This is an optimization exercise on Yosys and OpenROAD, whose aim is small area and a short achievable clock period, not a production implementation. The RTL was checked by simulation tests, not by an equivalence proof against the original design. No activity file was given, so power comes from the tool's default toggle rates.

## indigo
// proc
module proc ( 
   halt, imem_addr, dmem_addr, dmem_wdata, dmem_rd, dmem_wr,
   clk, rst, imem_data, dmem_rdata
   );
   input clk;
   input rst;
   output [15:0] imem_addr;
   input  [15:0] imem_data;
   output [15:0] dmem_addr;
   output [15:0] dmem_wdata;
   output        dmem_rd;
   output        dmem_wr;
   input  [15:0] dmem_rdata;
   output        halt;
   localparam [15:0] NOP = 16'h0800;
   reg [15:0] pc, if_ins, if_pc2;
   reg        if_halt;
   reg        k_inva, k_invb, k_cin, k_sum, k_andn, k_xor, k_sh, k_btr, k_seq, k_lt, k_sco, k_lbi, k_slbi;
   reg [1:0]  k_sht;
   reg        k_bnez, k_beqz, k_bltz, k_bgez;
   reg        ex_nsf, ex_jal, ex_nstu, ex_nraw;
   reg [2:0]  ex_dst;
   reg        ex_fwd, ex_m2r, ex_pcsrc, ex_rd, ex_wr, ex_pcimm, ex_jump, ex_halt, ex_link;
   reg [15:0] ex_pc2, ex_imm, ex_rd1, ex_rd2;
   reg        aM, aW, aR;           
   reg        bM, bW, bR, bI;       
   reg        dM, dW, dR;           
   reg [15:0] mem_alu, mem_rd2, mem_pc2;
   reg [2:0]  mem_dst;
   reg        mem_fwd, mem_jal, mem_nstu, mem_nraw, mem_link, mem_m2r, mem_rd, mem_wr, mem_halt, mem_bt;
   reg [15:0] wb_data, wb_pc2;
   reg [2:0]  wb_dst;
   reg        wb_fwd, wb_jal, wb_nraw, wb_link, wb_halt;
   reg [15:0] r0, r1, r2, r3, r4, r5, r6, r7;
   wire [15:0] I = if_ins;
   wire [4:0]  iop = I[15:11];
   reg        c_we, c_pcsrc, c_src2, c_pcimm, c_jump;
   reg [1:0]  c_rdst;
   reg [2:0]  c_sesel;
   always @* begin
      c_we = 1'b0; c_pcsrc = 1'b0; c_src2 = 1'b0; c_pcimm = 1'b0; c_jump = 1'b0;
      c_rdst = 2'b00; c_sesel = 3'b000;
      casez (iop)
        5'b01000, 5'b01001: begin c_rdst = 2'b01; c_sesel = 3'b010; c_we = 1'b1; end
        5'b01010, 5'b01011, 5'b101??: begin c_rdst = 2'b01; c_we = 1'b1; end
        5'b10000: begin c_sesel = 3'b010; end
        5'b10001: begin c_rdst = 2'b01; c_sesel = 3'b010; c_we = 1'b1; end
        5'b10011: begin c_rdst = 2'b10; c_sesel = 3'b010; c_we = 1'b1; end
        5'b11001: begin c_sesel = 3'b010; c_we = 1'b1; end
        5'b1101?, 5'b111??: begin c_we = 1'b1; c_src2 = 1'b1; end
        5'b011??: begin c_pcsrc = 1'b1; c_sesel = 3'b100; end
  ...
Settings: LEC_CHECK=0, CAP_MARGIN=60, CORE_MARGIN=2, CORE_UTILIZATION=60, CTS_BUF_LIST=sky130_fd_sc_hd__clkbuf_16, CTS_CLUSTER_DIAMETER=100, CTS_CLUSTER_SIZE=22, SLEW_MARGIN=60; clock period 11.0 ns.
standard.sh (not shown) runs the stock make flow with config.mk's settings and CLKGATE_MAP_FILE= SYNTH_SCRIPT=/design/flow/synth_recipe.tcl, a recipe that flattens the netlist after the stock synthesis.
==> flow/flow/run.sh <==
#!/bin/bash
# The standard layout (the standard.sh: standard synthesis, floorplan,
# placement, CTS, routing) with two changes to how the layout is made:
#  - timing repair aims for a larger setup slack at the design's clock period
#    (the SDC and its clock are unchanged);
#  - every input and output port still gets a buffer, but a plain buf_2
#    instead of the delay cell buffer_ports picks by default.
set -euo pipefail
export SETUP_SLACK_MARGIN=7.5
export BUFFER_PORTS_ARGS="-buffer_cell sky130_fd_sc_hd__buf_2"
bash standard.sh > standard_flow.log 2>&1
indigo reached the end of the flow, and the finished layout is clean on the timing, design-rule and antenna checks.
Inputs modified between indigo and yarrow:
Settings: CTS_BUF_LIST changed from sky130_fd_sc_hd__clkbuf_16 to sky130_fd_sc_hd__clkbuf_8; CTS_CLUSTER_SIZE removed (was 22); CTS_CLUSTER_DIAMETER removed (was 100).
diff --git a/flow/flow/run.sh b/flow/flow/run.sh
--- a/flow/flow/run.sh
+++ b/flow/flow/run.sh
@@ -9 +9 @@
-export SETUP_SLACK_MARGIN=7.5
+export SETUP_SLACK_MARGIN=7.65
Results
- Going from indigo to yarrow, the count of clock-buffer cells in the layout was found to have gone up by 50.
- yarrow vs indigo: pin count of the biggest net entering global routing up
- Higher first-pass GRT wire length among indigo and yarrow: yarrow
- For the worst hold slack, yarrow came in 0.0073 ns lower than indigo did.
- yarrow ends up with a met1 capacity usage during global routing that is 1.3 points lower than in indigo.
- The lower storage element area came out of indigo.
- Comparing yarrow with indigo, the sequential group power came out essentially unchanged.

afterwards: timing with drivers on the ports:
No port has a modelled driver above. Below, the same layouts with a new extraction and two added sets of constraints.
Step 1, drivers: a clkbuf_16 drives clk and a buf_2 each remaining input, both assumed.
Step 2 adds t to the input delays and takes it off the output delays; t is the mean of the earliest and latest rising clock arrival at the registers after step 1. Input paths then give back, and output paths get back, about the clock's delay inside the block.
Three values: ideal ports, drivers, drivers and shift; two values: the first two.
run | shift t [ns] | setup slack, ns | pins driven straight from the clock port
indigo | 0.591 | 7.524 / 7.469 / 7.162 | 1
yarrow | 0.687 | 7.494 / 7.480 / 7.090 | 1
After both steps setup and hold are still met in every run listed. For yarrow, which loses most, drivers alone change the setup slack by -0.014 ns; drivers and shift together by -0.404 ns.
